Source: an optimization exercise on an open RTL-to-GDS flow (aim: small area and a short achievable clock period). Production flows keep margins and buffers that such runs may drop.
Only simulation tests tie the RTL to the original design; equivalence was not proved.
Power figures rest on the tool's default switching activity, not on a simulated workload.

// GPPM
module GPPM(
    input clk,
    input [3:0] raddr1,
    input [3:0] raddr2,
    input wen,
    input [3:0] waddr,
    input wdsrc,
    input [3:0] func,
    input [31:0] constant,
    input alusrc,
    input [31:0] aluconst,
    output [31:0] outrdata1,
    output isZero
);
Size in the first run: about 8700 cells after synthesis, roughly 510 flip-flops, ~120 I/O pins, about 62000 µm² of cells after synthesis.
Settings: LEC_CHECK=0, ABC_AREA=1, CAP_MARGIN=20, CORE_MARGIN=2, CORE_UTILIZATION=65, SLEW_MARGIN=20; clock period 140.0 ns.
run.sh (not shown) runs the stock make flow with config.mk's settings and CLKGATE_MAP_FILE= SYNTH_SCRIPT=/design/flow/synth_recipe.tcl, a recipe that flattens the netlist after the stock synthesis.
Rerun with:
==> flow/flow/run.sh (new file) <==
#!/bin/bash
# The standard synthesis and layout, with one change to the layout: the port buffers are
# buf_2 (every input and output still gets its own buffer).
set -euo pipefail
here=$(pwd)
bash standard.sh synth > "$here/synth.log" 2>&1
bash standard.sh BUFFER_PORTS_ARGS="-buffer_cell sky130_fd_sc_hd__buf_2" > "$here/layout.log" 2>&1
==> flow/standard.sh (new file) <==
#!/bin/bash
# synth_recipe.tcl (not shown) runs the flow's synth.tcl, then flattens the netlist and writes it again
# the make line also repeats each setting of config.mk as NAME=value (left out here)
make -C /OpenROAD-flow-scripts/flow DESIGN_CONFIG=/design/flow/config.mk WORK_HOME=/design/flow/orfs CLKGATE_MAP_FILE= SYNTH_SCRIPT=/design/flow/synth_recipe.tcl "${@:-finish}"
removed: flow/run.sh
Result: Hold slack loses 100 ps; wire length came out higher by a few percent; cell count barely changes; worst setup slack gains 31 ps; register-to-register slack loses 510 ps; clock skew stays flat; final area came out lower slightly; power came out lower slightly; via count came out higher slightly.

== job 4215 ==
The RTL this note starts from:
==> flow/design.v <==
module ALU(
    input [31:0] a,
    input [31:0] b,
    input [3:0] func,
    output reg [31:0] res,
    output reg isZero
);
    wire f_add  = (func == 4'd0);
    wire f_sub  = (func == 4'd1);
    wire f_mul  = (func == 4'd2);
    wire f_div  = (func == 4'd3);
    wire f_mod  = (func == 4'd4);
    wire f_not  = (func == 4'd8);
    wire f_shl  = (func == 4'd9);
    wire f_shr  = (func == 4'd10);
    wire f_slt  = (func == 4'd11);
    wire f_sltu = (func == 4'd12);
    wire acc   = f_mul | f_shl | f_shr;
    wire dmode = f_div | f_mod;
    wire sub   = f_sub | dmode | f_slt | f_sltu;
    reg  [31:0] a_rev;
    integer i;
    always @(*) for (i = 0; i < 32; i = i + 1) a_rev[i] = a[31 - i];
    wire        bigsh = |b[31:5];
    wire [31:0] oh = bigsh ? 32'd0 : (32'd1 << b[4:0]);
    wire [31:0] bm = f_mul ? b : oh;
    wire [31:0] am = acc ? (f_shr ? a_rev : a) : 32'd0;
    wire [31:0] bx = acc ? 32'd0 : (f_not ? 32'hFFFFFFFF : (b ^ {32{sub}}));
    wire [31:0] q;
    wire [31:0] x [0:32];
    wire [31:0] y0;
    wire        co0;
    wire        sel0;
    assign x[32] = acc ? 32'd0 : a;
    genvar k;
    generate
        for (k = 31; k >= 0; k = k - 1) begin : row
            localparam W = 32 - k;
            wire        hz;
            if (k == 0) begin : nz
                assign hz = 1'b1;
            end else begin : z
                assign hz = ~|b[31:W];
            end
            wire [W-1:0] y = (am[W-1:0] & {W{bm[k]}}) | bx[W-1:0];
            wire [W-1:0] s;
            wire         co;
            addrow #(.W(W)) add (.x(x[k+1][31:k]), .y(y), .cin(sub), .s(s), .cout(co));
            assign q[k] = hz & co;
            wire sel;
            if (k == 0) begin : lo
                assign sel = acc | f_add | f_sub | (dmode & q[k]);
                assign x[k] = sel ? s : x[k+1];
                assign co0 = co;
                assign sel0 = sel;
                assign y0 = y;
            end else begin : hi
                assign sel = acc | (dmode & q[k]);
                assign x[k] = {sel ? s : x[k+1][31:k], x[k+1][k-1:0]};
            end
        end
    endgenerate
    wire [31:0] x1 = x[1];
    wire [31:0] p0 = x1 ^ y0;
    wire [31:0] g0 = x1 & y0;
    wire [31:0] t0 = x1 | y0;
    wire zsum = (p0[0] == sub) & (p0[31:1] == t0[30:0]);
    wire zx1  = ~|x1;
    wire z0   = sel0 ? zsum : zx1;
    reg [31:0] x0_rev;
    always @(*) for (i = 0; i < 32; i = i + 1) x0_rev[i] = x[0][31 - i];
    wire ltu = ~co0;
    wire lts = (a[31] ^ b[31]) ? a[31] : ltu;
    always @ (*) begin
    case (func)
        4'd0:  begin res = x[0];  isZero = z0; end
        4'd1:  begin res = x[0];  isZero = z0; end
        4'd2:  begin res = x[0];  isZero = z0; end
        4'd3:  begin res = q;     isZero = ~|q[31:1] & ~q[0]; end
        4'd4:  begin res = x[0];  isZero = z0; end
        4'd5:  begin res = g0;    isZero = ~|g0; end
        4'd6:   begin res = t0;    isZero = ~|t0; end
        4'd7:  begin res = p0;    isZero = ~|p0; end
        4'd8:  begin res = p0;    isZero = ~|p0; end
        4'd9:  begin res = x[0];  isZero = z0; end
        4'd10:  begin res = x0_rev; isZero = z0; end
        4'd11:  begin res = {31'h0, lts};  isZero = ~lts; end
        4'd12: begin res = {31'h0, ltu};  isZero = ~ltu; end
        default: begin res = 32'h0; isZero = 1'b1; end
    endcase
    end
endmodule
module addrow #(parameter W = 8, parameter KIND = 0) (
    input  [W-1:0] x,
    input  [W-1:0] y,
    input          cin,
    output [W-1:0] s,
    output         cout
);
    localparam L = (W <= 2) ? 1 : (W <= 4) ? 2 : (W <= 8) ? 3 : (W <= 16) ? 4 : 5;
    wire [W-1:0] g0 = x & y;
    wire [W-1:0] p0 = x ^ y;
    wire [W-1:0] gg [0:L];
    wire [W-1:0] pp [0:L];
    assign gg[0] = {g0[W-1:1], g0[0] | (p0[0] & cin)};
    assign pp[0] = p0;
    genvar l, i;
    generate
        for (l = 0; l < L; l = l + 1) begin : lev
            for (i = 0; i < W; i = i + 1) begin : bit_
                if (KIND == 0) begin : skl
                    if ((i >> l) & 1) begin : comb
                        localparam J = ((i >> l) << l) - 1;
                        assign gg[l+1][i] = gg[l][i] | (pp[l][i] & gg[l][J]);
                        assign pp[l+1][i] = pp[l][i] & pp[l][J];
                    end else begin : pass
                        assign gg[l+1][i] = gg[l][i];
                        assign pp[l+1][i] = pp[l][i];
                    end
                end else begin : ks
                    if (i >= (1 << l)) begin : comb
                        assign gg[l+1][i] = gg[l][i] | (pp[l][i] & gg[l][i - (1 << l)]);
                        assign pp[l+1][i] = pp[l][i] & pp[l][i - (1 << l)];
                    end else begin : pass
                        assign gg[l+1][i] = gg[l][i];
                        assign pp[l+1][i] = pp[l][i];
                    end
                end
            end
        end
    endgenerate
    wire [W:0] c = {gg[L], cin};
    assign s = p0 ^ c[W-1:0];
    assign cout = c[W];
endmodule
module RegFile(
    input clk,
    input [3:0] raddr1,
    input [3:0] raddr2,
    input wen,
    input [3:0] waddr,
    input [31:0] wdata,
    output [31:0] rdata1,
    output [31:0] rdata2
);
    reg [31:0] memory [0:15];
    assign rdata1 = memory[raddr1];
    assign rdata2 = memory[raddr2];
    always @ (posedge clk) begin
        if (wen)
            memory[waddr] <= wdata;
    end
endmodule
module GPPM(
    input clk,
    input [3:0] raddr1,
    input [3:0] raddr2,
    input wen,
    input [3:0] waddr,
    input wdsrc,
    input [3:0] func,
    input [31:0] constant,
    input alusrc,
    input [31:0] aluconst,
    output [31:0] outrdata1,
    output isZero
);
    wire [31:0] rdata1;
    wire [31:0] rdata2;
    wire [31:0] wdata;
    wire [31:0] ares;
    wire [31:0] alu_op2;
    assign wdata = (wdsrc)? ares : constant;
    assign outrdata1 = rdata1;
    assign alu_op2 = alusrc? aluconst : rdata2;
    RegFile rf (
        .clk (clk),
        .raddr1 (raddr1),
        .raddr2 (raddr2),
        .wen (wen),
        .waddr (waddr),
        .wdata (wdata),
        .rdata1 (rdata1),
        .rdata2 (rdata2)
    );
    ALU alu (
        .a (rdata1),
        .b (alu_op2),
        .func (func),
        .res (ares),
        .isZero (isZero)
    );
endmodule
clock: 140.0 ns
lec_check: 0
abc_area: 1
cap_margin: 20
core_margin: 2
core_utilization: 60
slew_margin: 20
Stock flow here: none of the scripts above is used.
> inputs changed (job 4215 -> job 7950)
-- flow/config.mk --
<<< job 4215, line 9
export CAP_MARGIN = 20
export CORE_MARGIN = 2
export CORE_UTILIZATION = 60
export SLEW_MARGIN = 20
>>> job 7950, line 9
export CAP_MARGIN = 20
export CORE_MARGIN = 2
export CORE_UTILIZATION = 40
export SLEW_MARGIN = 20
## What came out
When job 7950 is measured against job 4215, its worst setup slack turns out 0.28 ns higher.
Compared with job 4215, in job 7950 number of signal-net inverters in the final layout flat; final critical-path required period went down; static leakage went up by 0.00010 uW; share of total power in the clock network has increased; total of buffers placed on input and output ports has remained practically unchanged.
Compared to job 4215, the router laid down more metal wire for job 7950.
Taking job 4215 as the reference, in job 7950 via count down 1759; relative slew slack decreased by 3.2 points relative to the old numbers; share of total power consumed by net switching held.

==> port drivers added, routing unchanged <==
The results above use ideal ports. As a check the final layouts listed here were re-extracted and re-timed, cells and wires unchanged. Step 1 sets driving cells, clkbuf_16 on the clock port and buf_2 on the other inputs (assumed; they add their load-dependent delay and slew). Step 2 also shifts input and output timing later by t, the mid clock arrival at the registers, as if the neighbouring blocks saw the same clock. a / b / c = ideal / step 1 / step 2; a / b = the first two.
run	t (ns)	setup slack, ns	hold WS [ns]
the first run of note 1	0.610	6.796 / 6.772 / 6.772	2.004 / 2.004 / 2.004
the second run of note 1	0.631	6.827 / 6.775 / 6.775	1.903 / 1.903 / 1.903
job 4215	0.623	6.817 / 6.791 / 6.791	2.190 / 2.190 / 2.190
job 7950	0.643	7.096 / 7.071 / 7.071	2.226 / 2.226 / 2.226
After both steps setup and hold are still met in every run listed. The setup slack of the second run of note 1, which loses most, moves by -0.052 ns with the drivers and by -0.052 ns with both steps.
